Source: an optimization exercise on an open RTL-to-GDS flow (aim: small area and a short achievable clock period). Production flows keep margins and buffers that such runs may drop.
In this exercise RTL edits were held to simulation tests only and were not proved equivalent to the original.

--- flow/flow/run.sh ---
#!/bin/bash
# Standard ORFS layout (the standard.sh) with two changes:
#  - setup repair aims for a larger slack margin, so that the resizer works on paths
#    well below the clock period (the clock period and constraints are unchanged);
#  - port buffers use buf_1 instead of the default choice.
set -uo pipefail
MARGIN=$(cat flow/margin.txt 2>/dev/null || echo 6)
bash standard.sh SETUP_SLACK_MARGIN=$MARGIN \
  "BUFFER_PORTS_ARGS=-buffer_cell sky130_fd_sc_hd__buf_1" finish > standard.log 2>&1
--- flow/flow/margin.txt ---
7
--- flow/standard.sh ---
#!/bin/bash
# synth_recipe.tcl (not shown) runs the flow's synth.tcl, then flattens the netlist and writes it again
# the make line also repeats each setting of config.mk as NAME=value (left out here)
make -C /OpenROAD-flow-scripts/flow DESIGN_CONFIG=/design/flow/config.mk WORK_HOME=/design/flow/orfs CLKGATE_MAP_FILE= SYNTH_SCRIPT=/design/flow/synth_recipe.tcl "${@:-finish}"
--- flow/config.mk ---
export PLATFORM = sky130hd
export DESIGN_NAME = akkanat
export DESIGN_NICKNAME = akkanat
export VERILOG_FILES = /design/flow/design.v
export SDC_FILE = /design/flow/constraint.sdc
export NUM_CORES = 8
export LEC_CHECK = 0
export CAP_MARGIN = 20
export CORE_MARGIN = 2
export CORE_UTILIZATION = 25
export PLACE_DENSITY = 0.3
export SLEW_MARGIN = 20
--- flow/constraint.sdc ---
create_clock -name core_clock -period 12.5 [get_ports {clk_i}]
set_input_delay 2.5000 -clock core_clock [delete_from_list [all_inputs] [get_ports {clk_i}]]
set_output_delay 2.5000 -clock core_clock [all_outputs]
set_load 0.01 [all_outputs]
--- flow/design.v ---
module akkanat (
    input  wire          clk_i,
    input  wire          rst_i,
    input  wire [31:0]   inst_i,
    input  wire [31:0]   data_mem_rdata_i,
    output wire [31:0]   pc_o,
    output wire [31:0]   data_mem_addr_o,
    output wire [31:0]   data_mem_wdata_o,
    output wire          data_mem_we_o,
    output wire [1023:0] regs_o,
    output wire [1:0]    cur_stage_o
);
    localparam S_F = 2'd0, S_D = 2'd1, S_E = 2'd2, S_W = 2'd3;
    reg  [1:0]  st;
    reg  [3:0]  cnt;
    reg  [31:0] pc;
    reg  [31:0] ir;        
    reg  [31:0] ra;        
    reg  [31:0] rb;        
    reg  [31:0] xq, yq;    
    reg  [31:0] res;       
    reg  [31:0] addr_q;
    reg  [31:0] wd_q;
    reg         we_q;
    reg  [31:0] rf [1:31];
    assign pc_o             = pc;
    assign cur_stage_o      = st;
    assign data_mem_addr_o  = addr_q;
    assign data_mem_wdata_o = wd_q;
    assign data_mem_we_o    = we_q;
    genvar g;
    assign regs_o[31:0] = 32'b0;
    generate
        for (g = 1; g < 32; g = g + 1) begin : dump
            assign regs_o[32*g +: 32] = rf[g];
        end
    endgenerate
    wire is_f = (st == S_F);
    wire is_d = (st == S_D);
    wire is_e = (st == S_E);
    wire is_w = (st == S_W);
    wire [4:0] idx1 = is_f ? inst_i[19:15] : ir[11:7];
    wire [4:0] idx2 = inst_i[24:20];
    reg  [31:0] p1, p2;
    integer k;
    always @(*) begin
        p1 = 32'b0;
        p2 = 32'b0;
        for (k = 1; k < 32; k = k + 1) begin
            p1 = p1 | ({32{idx1 == k}} & rf[k]);
            p2 = p2 | ({32{idx2 == k}} & rf[k]);
        end
    end
    wire [4:0] op = ir[6:2];
    wire [2:0] f3 = ir[14:12];
    wire [4:0] rd = ir[11:7];
    wire o_c    = (op[4:2] == 3'b111);                
    wire o_c2   = o_c & op[1];
    wire o_c1   = o_c & ~op[1];
    wire o_j    = op[4] & op[3] & ~op[2];             
    wire o_jal  = o_j & op[1];
    wire o_jalr = o_j & ~op[1] & op[0];
    wire o_br   = o_j & ~op[1] & ~op[0];
    wire o_lo   = ~op[4];                             
    wire o_u    = o_lo & op[0];                       
    wire o_lui  = o_u & op[3];
    wire o_auipc= o_u & ~op[3];
    wire o_mem  = o_lo & ~op[0] & ~op[2];             
    wire o_ld   = o_mem & ~op[3];
    wire o_st   = o_mem & op[3];
    wire o_alu  = o_lo & ~op[0] & op[2];              
    wire o_opr  = o_alu & op[3];
    wire o_opi  = o_alu & ~op[3];
    wire c_abs  = o_c1 & (f3 == 3'b000);
    wire c_srt  = o_c1 & (f3 == 3'b001);
    wire c_selp = o_c1 & (f3 == 3'b010);
    wire c_avg  = o_c1 & (f3 == 3'b100);
    wire c_movu = o_c1 & (f3 == 3'b101);
    wire c_ldm  = o_c1 & (f3 == 3'b110);
    wire c_srch = o_c1 & (f3 == 3'b111);
    wire c_mac  = o_c2 & f3[0];
    wire c_selc = o_c2 & ~f3[0];
    wire [1:0] s2 = ir[26:25];
    wire [31:0] imm_i = {{20{ir[31]}}, ir[31:20]};
    wire [31:0] imm_s = {{20{ir[31]}}, ir[31:25], ir[11:7]};
    wire [31:0] imm_b = {{19{ir[31]}}, ir[31], ir[7], ir[30:25], ir[11:8], 1'b0};
    wire [31:0] imm_u = {ir[31:12], 12'b0};
    wire [31:0] imm_j = {{11{ir[31]}}, ir[31], ir[19:12], ir[20], ir[30:21], 1'b0};
    wire [31:0] imm_s_in = {{20{inst_i[31]}}, inst_i[31:25], inst_i[11:7]};
    wire use_b = o_opr | o_br | o_c2 | (o_c1 & ~c_avg);
    wire [31:0] op2 = use_b ? rb : (o_st ? imm_s : imm_i);
    wire sub = (o_opr & (f3 == 3'b000) & ir[30]) | ((o_opr | o_opi) & (f3[2:1] == 2'b01))
             | o_br | (o_c & ~c_avg);
    wire [32:0] sum33 = {1'b0, ra} + {1'b0, op2 ^ {32{sub}}} + {32'b0, sub};
    wire [31:0] sum = sum33[31:0];
    wire cout = sum33[32];
    wire ltu = ~cout;
    wire lt  = (ra[31] ^ op2[31]) ? ra[31] : sum[31];
    wire [31:0] xr = ra ^ op2;
    wire eq  = ~|xr;
    wire [4:0] sh = op2[4:0];
    wire [31:0] shl = ra << sh;
    wire [31:0] shr = ($signed({ir[30] & ra[31], ra}) >>> sh);
    reg found;
    integer i;
    always @(*) begin
        found = 1'b0;
        for (i = 0; i <= 24; i = i + 1)
            if (ra[i +: 8] == rb[7:0]) found = 1'b1;
    end
    wire [31:0] absd = cout ? sum : (rb - ra);
    wire [31:0] pc4 = pc + 32'd4;
    wire [31:0] pcadd = pc + (o_jal ? imm_j : (o_u ? imm_u : imm_b));
    reg [31:0] alu;
    always @(*) begin
        alu = sum;
        if (o_alu) begin
            case (f3)
                3'b000: alu = sum;
                3'b001: alu = shl;
                3'b010: alu = {31'b0, lt};
                3'b011: alu = {31'b0, ltu};
                3'b100: alu = xr;
                3'b101: alu = shr;
                3'b110: alu = ra | op2;
                3'b111: alu = ra & op2;
            endcase
        end else if (o_lui) alu = imm_u;
        else if (o_auipc) alu = pcadd;
        else if (o_j) alu = pc4;
        else if (o_c1) begin
            case (f3)
                3'b000: alu = absd;
                3'b010: alu = {16'b0, ir[20] ? ra[31:16] : ra[15:0]};
                3'b100: alu = {sum[31], sum[31:1]};
                3'b101: alu = {20'b0, ir[31:20]};
                3'b111: alu = {31'b0, found};
                default: alu = sum;
            endcase
        end
    end
    reg taken;
    always @(*) begin
        if (o_br) taken = f3[2] ? ~lt : eq;
        else case (s2)
            2'b00: taken = eq;
            2'b01: taken = ~lt;
            2'b10: taken = lt;
            default: taken = 1'b0;
        endcase
    end
    wire [31:0] npc = o_jalr ? sum : ((o_jal | ((o_br | c_selc) & taken)) ? pcadd : pc4);
    wire x_ge_y = (xq >= yq);
    wire [31:0] mxy = x_ge_y ? xq : yq;
    wire [31:0] minab = lt ? ra : rb;
    wire [31:0] maxab = lt ? rb : ra;
    wire [1:0] jj = cnt[3:2];
    wire [1:0] kk = (cnt[1:0] == 2'b11) ? jj + 2'd1 : jj;
    wire [31:0] madd = ((cnt[1:0] == 2'b00) ? rb : ra) + {26'b0, kk, 2'b00};
    wire e_last = c_srt ? (cnt[0]) :
                  c_ldm ? (cnt[1]) :
                  c_mac ? ((cnt[1:0] == 2'b11) & (cnt[3:2] == s2)) : 1'b1;
    wire wr_en = ~(o_st | o_br | o_c2 | c_srt) & (rd != 5'd0);
    wire [31:0] wdata_rf = c_ldm ? mxy : res;
    always @(posedge clk_i or posedge rst_i) begin
        if (rst_i) begin
            st   <= S_F;
            pc   <= 32'b0;
            we_q <= 1'b0;
        end else begin
            case (st)
                S_F: begin st <= S_D; we_q <= 1'b0; end
                S_D: begin
                    st <= S_E;
                    we_q <= c_srt;
                end
                S_E: begin
                    if (e_last) st <= S_W;
                    we_q <= o_st | (c_srt & ~cnt[0]) | (c_mac & (cnt[1:0] == 2'b10));
                end
                default: begin
                    st <= S_F;
                    we_q <= 1'b0;
                    pc <= npc;
                end
            endcase
        end
    end
    integer r;
    always @(posedge clk_i or posedge rst_i) begin
        if (rst_i) begin
            for (r = 1; r < 32; r = r + 1) rf[r] <= 32'b0;
        end else if (is_w & wr_en) begin
            rf[rd] <= wdata_rf;
        end
    end
    always @(posedge clk_i) begin
        ir <= inst_i;
        rb <= p2;
        if (is_f) ra <= p1;
        cnt <= is_e ? cnt + 4'd1 : 4'd0;
        if (is_f) addr_q <= imm_s_in;
        else if (is_d) begin
            if (c_srt) addr_q <= p1;
            else if (o_mem) addr_q <= sum;
            else addr_q <= ra;                 
        end else if (is_e) begin
            if (o_st) addr_q <= sum;
            else if (c_srt) addr_q <= addr_q + 32'd4;
            else if (c_ldm) addr_q <= cnt[0] ? p1 : rb;
            else if (c_mac) begin
                if (cnt[1:0] == 2'b01) addr_q <= imm_s;
                else if (cnt[1:0] != 2'b10) addr_q <= madd;
            end
        end
        if (is_d) begin
            if (c_srt) wd_q <= minab;
            else wd_q <= data_mem_rdata_i;     
        end else if (is_e) begin
            if (o_st) wd_q <= rb;
            else if (c_srt) wd_q <= maxab;
            else if (c_mac & (cnt[1:0] == 2'b10)) wd_q <= wd_q + xq * yq;
        end
        if (is_e) begin
            if (c_mac) begin
                if (cnt[1:0] == 2'b00) xq <= data_mem_rdata_i;
                if (cnt[1:0] == 2'b01) yq <= data_mem_rdata_i;
            end else begin
                case (cnt[1:0])
                    2'b00: xq <= data_mem_rdata_i;
                    2'b01: yq <= data_mem_rdata_i;
                    default: begin xq <= mxy; yq <= data_mem_rdata_i; end
                endcase
            end
        end
        if (is_e) res <= o_ld ? data_mem_rdata_i : alu;
    end
endmodule
==> results.json, run 1 <==
{
  "outcome": "finished clean",
  "fin_util": 0.323,
  "synth_area_sq_um": 96300,
  "final-setup-viol-count": 0,
  "root_buffer": "clkbuf_16",
  "fp-row-count": 227,
  "path_class": "flop to flop",
  "min_period_over_period": 0.598,
  "critPathBufInv": 6,
  "rsz0062_at_grt": "true",
  "synth_edf_count": 192,
  "grt_pass1_vias": 102000,
  "antenna_found_initial": 90,
  "overflow": 0,
  "min_period_ns": 7.47,
  "crit_start": "yq[4]",
  "crit_arrival_ns": 8.01,
  "htreeDepth": 4,
  "grtUsageTotal": 0.418,
  "die_height_um": 625,
  "fin_skew_ns": 0.138,
  "postCtsHoldBufs": 0,
  "drive_gt1_frac": 0.152,
  "crit_path_start_kind": "flop",
  "detail-route-antenna-nets": 0,
  "maxSlewViolCount": 0,
  "hold_viol": 0,
  "dpl-instance-area_sq_um": 108000,
  "relSlewSlack": 0.104,
  "layoutNonFillerInstCount": 17800,
  "first_pass_iters": 9,
  "tightest_slew_ns": 1.32,
  "drv_cap": 0,
  "yosys_warnings": 2,
  "fp.dieW_um": 625,
  "cp_common_cell": "fa_1",
  "io_pins": 1189,
  "fin_area_sq_um": 124000,
  "clockBufferDepth": 4,
  "rr_startpoint": "yq[4]",
  "n_fill_cell": 40400,
  "hold_path.class": "flop to flop",
  "slowest_delay_ns": 0.57,
  "multi_input_area_sq_um": 62100,
  "clock.fmax_mhz": 134,
  "required_ns": 13.04,
  "numCtsBuffers": 178,
  "crit_slowest_cell": "fa_2",
  "critPathMaxFanout": 15,
  "dp.cells": 16900,
  "clkTransAtPathRegs_ns": 0.06,
  "route.detailed.drc": 0,
  "ys_seq_elements": 1285,
  "cp-end-kind": "flop",
  "drtIter0Drc": 14800,
  "gp_congestion": 1.00,
  "critPathTopFamily": "adder cells",
  "vias": 108000,
  "tritoncts": "done",
  "syn_area_per_cell_sq_um": 8.57,
  "nNetsFinal": 13400,
  "wl_um": 845000,
  "wl_per_cell_um": 47.6,
  "insertion_delay_ns": 0.97,
  "hpwlAfterDp_um": 594000,
  "seq_area_frac_synth": 0.341,
  "synth.distinct_cells": 100,
  "ys.flop_type": "dfrtp_1",
  "clock-sinks": 1285,
  "die_area_sq_um": 390000,
  "grt_start_max_net_pins": 150,
  "seq_area_sq_um": 32800,
  "synthCells": 11200,
  "start_util": 0.251,
  "whs_ns": 0.540,
  "holdCritStartpoint": "rf[2][3]",
  "portBuffers": 1154,
  "vias_per_cell": 6.08,
  "coreArea_sq_um": 383000,
  "grt_pass1_wl_um": 1080000,
  "synthArstFlopShare": 0.799,
  "syn_to_final_growth_pct": 28.3
}
cells by family (layout without fill, tap and decap cells):
group / Yosys count / count (layout) / share of synthesized area
buf+inv: 1621 / 3020 / 0.0661
simple gates: 3241 / 3244 / 0.147
fa+ha+maj: 783 / 783 / 0.136
other cells: 1 / 78 / 0.0000390
compound gates: 3616 / 3618 / 0.244
mux: 206 / 206 / 0.0220
xor+xnor: 481 / 481 / 0.0438
flops: 1285 / 1285 / 0.341
sequential cells by signal, indices dropped and copies added (netlist names), 2 cells and up:
register and flops:
rb 32, wd_q 32, st 2, ir 30
ra 32, pc 32, xq 32, cnt 4
res 32, addr_q 32, rf 992, yq 32
worst reg2reg max path, cell delays in order (launching register included):
cell and delay, ns:
edfxtp_1 0.39, buf_4 0.18, bufbuf_16 0.31, nand2_2 0.11, fa_2 0.45, fa_1 0.56
inv_1 0.06, fa_1 0.49, fa_2 0.57, ha_4 0.20, ha_1 0.26, inv_1 0.05
fa_1 0.48, inv_1 0.05, fa_1 0.54, ha_4 0.23, a21oi_4 0.13, nor2b_2 0.05
a311oi_2 0.18, buf_4 0.18, a21oi_4 0.07, o41a_1 0.52, a211o_4 0.40, xor2_4 0.21
a222oi_1 0.29, o221ai_1 0.20
layout by cell type, fill, tap and decap left out, types with 45 or more instances in the layout:
master     Yosys  layout
diode_2        0      46
edfxtp_1     192     192
dfrtp_1     1027    1027
fa_1         442     397
nor2_4         0      45
buf_1         74    1150
ha_1         341     291
buf_6          3     110
a21o_1       136     129
a211oi_1      73      63
nand4_1      154     154
nor3_1        80      67
nand3_1      273     253
clkbuf_16      0     184
inv_1        626     605
buf_12         0      99
a221oi_1     205     170
a22o_1       166     166
xnor2_1      303     261
dfxtp_1       66      52
nor2_1       479     412
a21oi_1      460     396
a22oi_1      579     576
o211ai_1      82      82
a222oi_1      80      80
o21ai_0     1406    1370
buf_4         42     636
xor2_1       178     165
mux2i_1      179     157
and2_1       100      91
nor4_1        49      45
fa_2           0      45
o22ai_1       58      49
nand2_1     1856    1785
cell type report:
type | instances | area share
antenna | 46 | 0.000932
clock buffer | 256 | 0.0418
clock inverter | 70 | 0.00740
inverter | 635 | 0.0196
multi-input combinational | 8364 | 0.502
sequential | 1285 | 0.266
tap | 5038 | 0.0510
timing repair buffer | 2058 | 0.111
timing repair inverter | 1 | 0.0000709
synthesized netlist by cell type, types with 29 or more instances:
library cell	number	area, sq um
dfrtp_1	1027	25700
o22ai_1	58	363
ha_1	341	4270
a31oi_1	54	338
a21oi_1	460	2300
or4_1	41	308
nand4_1	154	963
nand2_1	1856	6970
a211oi_1	73	548
clkbuf_1	792	2970
buf_2	75	375
mux2i_1	179	1790
o211ai_1	82	616
nor4_1	49	307
nor2_1	479	1800
buf_1	74	278
o21a_1	29	218
fa_1	442	8850
a21o_1	136	1020
xnor2_1	303	2650
a22o_1	166	1450
nor3_1	80	400
a222oi_1	80	801
dfxtp_1	66	1320
and3_1	38	238
nand3_1	273	1370
nor2b_1	33	206
or3_1	35	219
buf_4	42	315
o21ai_0	1406	7040
o221ai_1	53	464
xor2_1	178	1560
a221oi_1	205	1800
edfxtp_1	192	5770
inv_1	626	2350
and2_1	100	626
a22oi_1	579	4350
worst paths after layout:
kind	to	slack, ns	cells past startpoint
hold reg to reg	rf[2][3]	0.54	2
setup reg to reg	wd_q[27]	5.03	25
setup / recovery	wd_q[27]	5.03	25
max in group asynchronous	rf[27][7]	8.07	5
min in group asynchronous	rf[11][20]	1.79	3
hold / removal	rf[2][3]	0.54	2
metal layers:
layer	part of all wire	global-route usage
met5	0.00034	0.000988
met4	0.093	0.314
met3	0.10	0.130
met2	0.43	0.627
met1	0.38	0.500
timing repair:
action | 4_1_cts | 5_1_grt
buffers inserted | 315 | 99
cloned | 31 | 7
setup endpoints to repair | 1160 | 253
resized for setup | 731 | 283
pin swaps | 240 | 177
through the flow:
step,TNS (ns),setup slack (ns)
global placement,0,3.50
detailed placement,0,3.50
CTS,0,5.00
finish,0,5.03
floorplan,-4268.11,-4.16
global route,0,4.84
==> run 2: changes to the inputs <==
==> flow/run.sh (new file) <==
#!/bin/bash
# synth_recipe.tcl (not shown) runs the flow's synth.tcl, then flattens the netlist and writes it again
# the make line also repeats each setting of config.mk as NAME=value (left out here)
make -C /OpenROAD-flow-scripts/flow DESIGN_CONFIG=/design/flow/config.mk WORK_HOME=/design/flow/orfs CLKGATE_MAP_FILE= SYNTH_SCRIPT=/design/flow/synth_recipe.tcl finish
--- a/flow/config.mk
+++ b/flow/config.mk
@@ -9,4 +9,5 @@
 export CORE_MARGIN = 2
 export CORE_UTILIZATION = 25
 export PLACE_DENSITY = 0.3
+export SETUP_SLACK_MARGIN = 0.6
 export SLEW_MARGIN = 20
removed: flow/flow/run.sh
removed: flow/flow/margin.txt
removed: flow/standard.sh
==> run 2 against run 1 <==
Compared with the run above:
- clock skew down 0.043 ns
- largest cell class unchanged
- final cell count is 2.4% lower
- critical path depth fell by 5
- sequential cell count did not move
- worst hold slack gained 0.0098 ns
- global-route usage fell by 0.52 points
- clock-buffer cell count down 2
- sequential share of layout area grew 0.55 points
- die area unchanged
==> results.json, run 2 <==
{
  "overflow": 0,
  "coreArea_sq_um": 383000,
  "multi_input_area_sq_um": 58500,
  "htreeDepth": 4,
  "syn_area_per_cell_sq_um": 8.57,
  "nNetsFinal": 12900,
  "cts_resized": 0,
  "layout_commonest_cell": "nand2_1",
  "path_class": "flop to flop",
  "io_pins": 1189,
  "synth.distinct_cells": 100,
  "min_period_over_period": 0.729,
  "final_cell_mix": "1822 x nand2_1, 1405 x o21ai_0, 1154 x clkdlybuf4s50_1",
  "crit_path_start_kind": "flop",
  "wl_per_cell_um": 48.0,
  "maxSlewViolCount": 0,
  "postCtsHoldBufs": 0,
  "top_register": "rf",
  "wl_um": 833000,
  "tritoncts": "done",
  "hold_viol": 0,
  "yosys-top-cells-area": "dfrtp_1 27%, fa_1 9.2%, o21ai_0 7.3%",
  "drtIter0Drc": 15200,
  "vias": 106000,
  "required_ns": 13.03,
  "ys_seq_elements": 1285,
  "seq_area_frac_synth": 0.341,
  "fin_skew_ns": 0.0951,
  "synth_area_sq_um": 96300,
  "synthCells": 11200,
  "post-cts-setup-buffers": 0,
  "reg2reg_slack_ns": 3.38,
  "ys_top_cells_by_count": "1856 x nand2_1, 1406 x o21ai_0, 1027 x dfrtp_1",
  "root_buffer": "clkbuf_16",
  "clock.fmax_mhz": 110,
  "hold_path.class": "flop to flop",
  "synth_top_cell_area_share": 0.267,
  "rsz0062_at_grt": "false",
  "numCtsBuffers": 174,
  "route.detailed.drc": 0,
  "gp_congestion": 0.989,
  "largest_register_ffs": 992,
  "final-setup-viol-count": 0,
  "synth.most_common_cell": "nand2_1",
  "syn_to_final_growth_pct": 25.7,
  "synthArstFlopShare": 0.799,
  "critPathMaxFanout": 32,
  "grtUsageTotal": 0.413,
  "grt_start_max_net_pins": 148,
  "ys.flop_type": "dfrtp_1",
  "cp-end-kind": "flop",
  "crit_arrival_ns": 9.65,
  "clkTransAtPathRegs_ns": 0.07,
  "die_area_sq_um": 390000,
  "vias_per_cell": 6.13,
  "relSlewSlack": 0.113,
  "antenna_found_initial": 112,
  "grt_pass1_vias": 100000,
  "fin_util": 0.316,
  "min_period_ns": 9.12,
  "outcome": "finished clean",
  "seq_area_sq_um": 32800,
  "detail-route-antenna-nets": 0,
  "drv_cap": 0,
  "start_util": 0.251,
  "synth_edf_count": 192,
  "clockBufferDepth": 4,
  "tightest_slew_ns": 1.33,
  "drive_gt1_frac": 0.0802,
  "insertion_delay_ns": 0.94,
  "synth_top_area_cell": "dfrtp_1",
  "fp.dieW_um": 625,
  "hpwlAfterDp_um": 603000,
  "clock-sinks": 1285,
  "grt_pass1_wl_um": 1070000,
  "die_height_um": 625,
  "first_pass_iters": 10,
  "n_fill_cell": 40100,
  "portBuffers": 1154,
  "fp-row-count": 227,
  "yosys_warnings": 2
}
## run 2: area by class of cell
type / instances / area share
diodes: 83 / 0.00172
clock buffers: 254 / 0.0416
clock inverters: 63 / 0.00569
inverters: 635 / 0.0197
multi-input cells: 8359 / 0.484
flip-flops and latches: 1285 / 0.271
well taps: 5038 / 0.0521
repair buffers: 1610 / 0.124
## run 2: per-layer routing
layer	global-route usage	wire length [um]	vias up
met5	0.000864	271	-
met4	0.305	75400	40
met3	0.121	79200	2342
met2	0.629	361000	7524
met1	0.493	317000	54600
li1	-	-	41700
## run 2: path summary, 6_finish.rpt
kind / start / to / cells past startpoint
min: rf[26][29] / rf[26][29] / 2
max: ir[14] / res[6] / 20
max reg2reg: ir[14] / res[6] / 20
min in group asynchronous: rst_i / rf[2][23] / 3
max in group asynchronous: rst_i / rf[1][1] / 5
min reg2reg: rf[26][29] / rf[26][29] / 2
## run 2: metrics by stage
| step | worst slack, ns | hold WS [ns] | instance area, sq um | std cells | setup TNS (ns) |
|---|---|---|---|---|---|
| 6_report | 3.38 | 0.550 | 121000 | 17300 | 0 |
| 5_1_grt | 3.43 | 0.573 | 121000 | 17300 | 0 |
| 4_1_cts | 3.67 | 0.547 | 121000 | 17200 | 0 |
| 3_5_place_dp | 3.74 | 0.530 | 115000 | 16900 | 0 |
| 3_3_place_gp | 3.71 | 0.515 | 115000 | 16900 | 0 |
| 2_1_floorplan | -4.16 | 0.545 | 96400 | 11300 | -4268.11 |
## run 2: critical path: stages, from the launching register on
cell	delay, ns
dfxtp_1	0.31
buf_4	0.31
or3b_1	0.74
o221ai_2	0.78
nand3_1	0.23
o21a_1	0.33
inv_2	0.09
buf_4	0.41
xnor2_1	0.13
ha_1	0.36
nor2b_1	0.17
o31a_1	0.29
o41ai_1	0.82
o211ai_1	0.55
a31oi_1	0.67
o211ai_1	0.18
buf_4	0.23
o221ai_1	0.83
a211oi_1	0.24
nor4_1	0.27
a221o_1	0.73
## run 2: kinds of logic (layout without fill, tap and decap cells)
group,Yosys count,after routing,synth area share
compound gates,3616,3616,0.244
xor+xnor,481,481,0.0438
fa+ha+maj,783,783,0.136
buf+inv,1621,2562,0.0661
flops,1285,1285,0.341
mux,206,206,0.0220
other cells,1,115,0.0000390
simple gates,3241,3241,0.147

[static timing again, ports no longer ideal]
Ports are ideal in the flow. The routed layouts listed here were re-timed in OpenROAD.
Step 1: set_driving_cell puts a clkbuf_16 on clk_i and a buf_2 on each other input, an assumption about the parent block.
Step 2 adds t to the input delays and takes it off the output delays; t is the mean of the earliest and latest rising clock arrival at the registers after step 1. Input paths then give back, and output paths get back, about the clock's delay inside the block.
Three values: ideal, step 1, step 2; two values: the first two.
run | t (ns) | setup WS [ns] | clock arrival spread, ns | slew at the worst register clock pin (ns) | pins driven straight from the clock port
run 1 | 1.032 | 5.030 / 5.030 / 5.030 | 0.138 / 0.138 | 0.07 / 0.07 | 1
run 2 | 1.028 | 3.384 / 3.384 / 3.384 | 0.101 / 0.101 | 0.07 / 0.07 | 1
After both steps setup and hold are still met in every run listed.
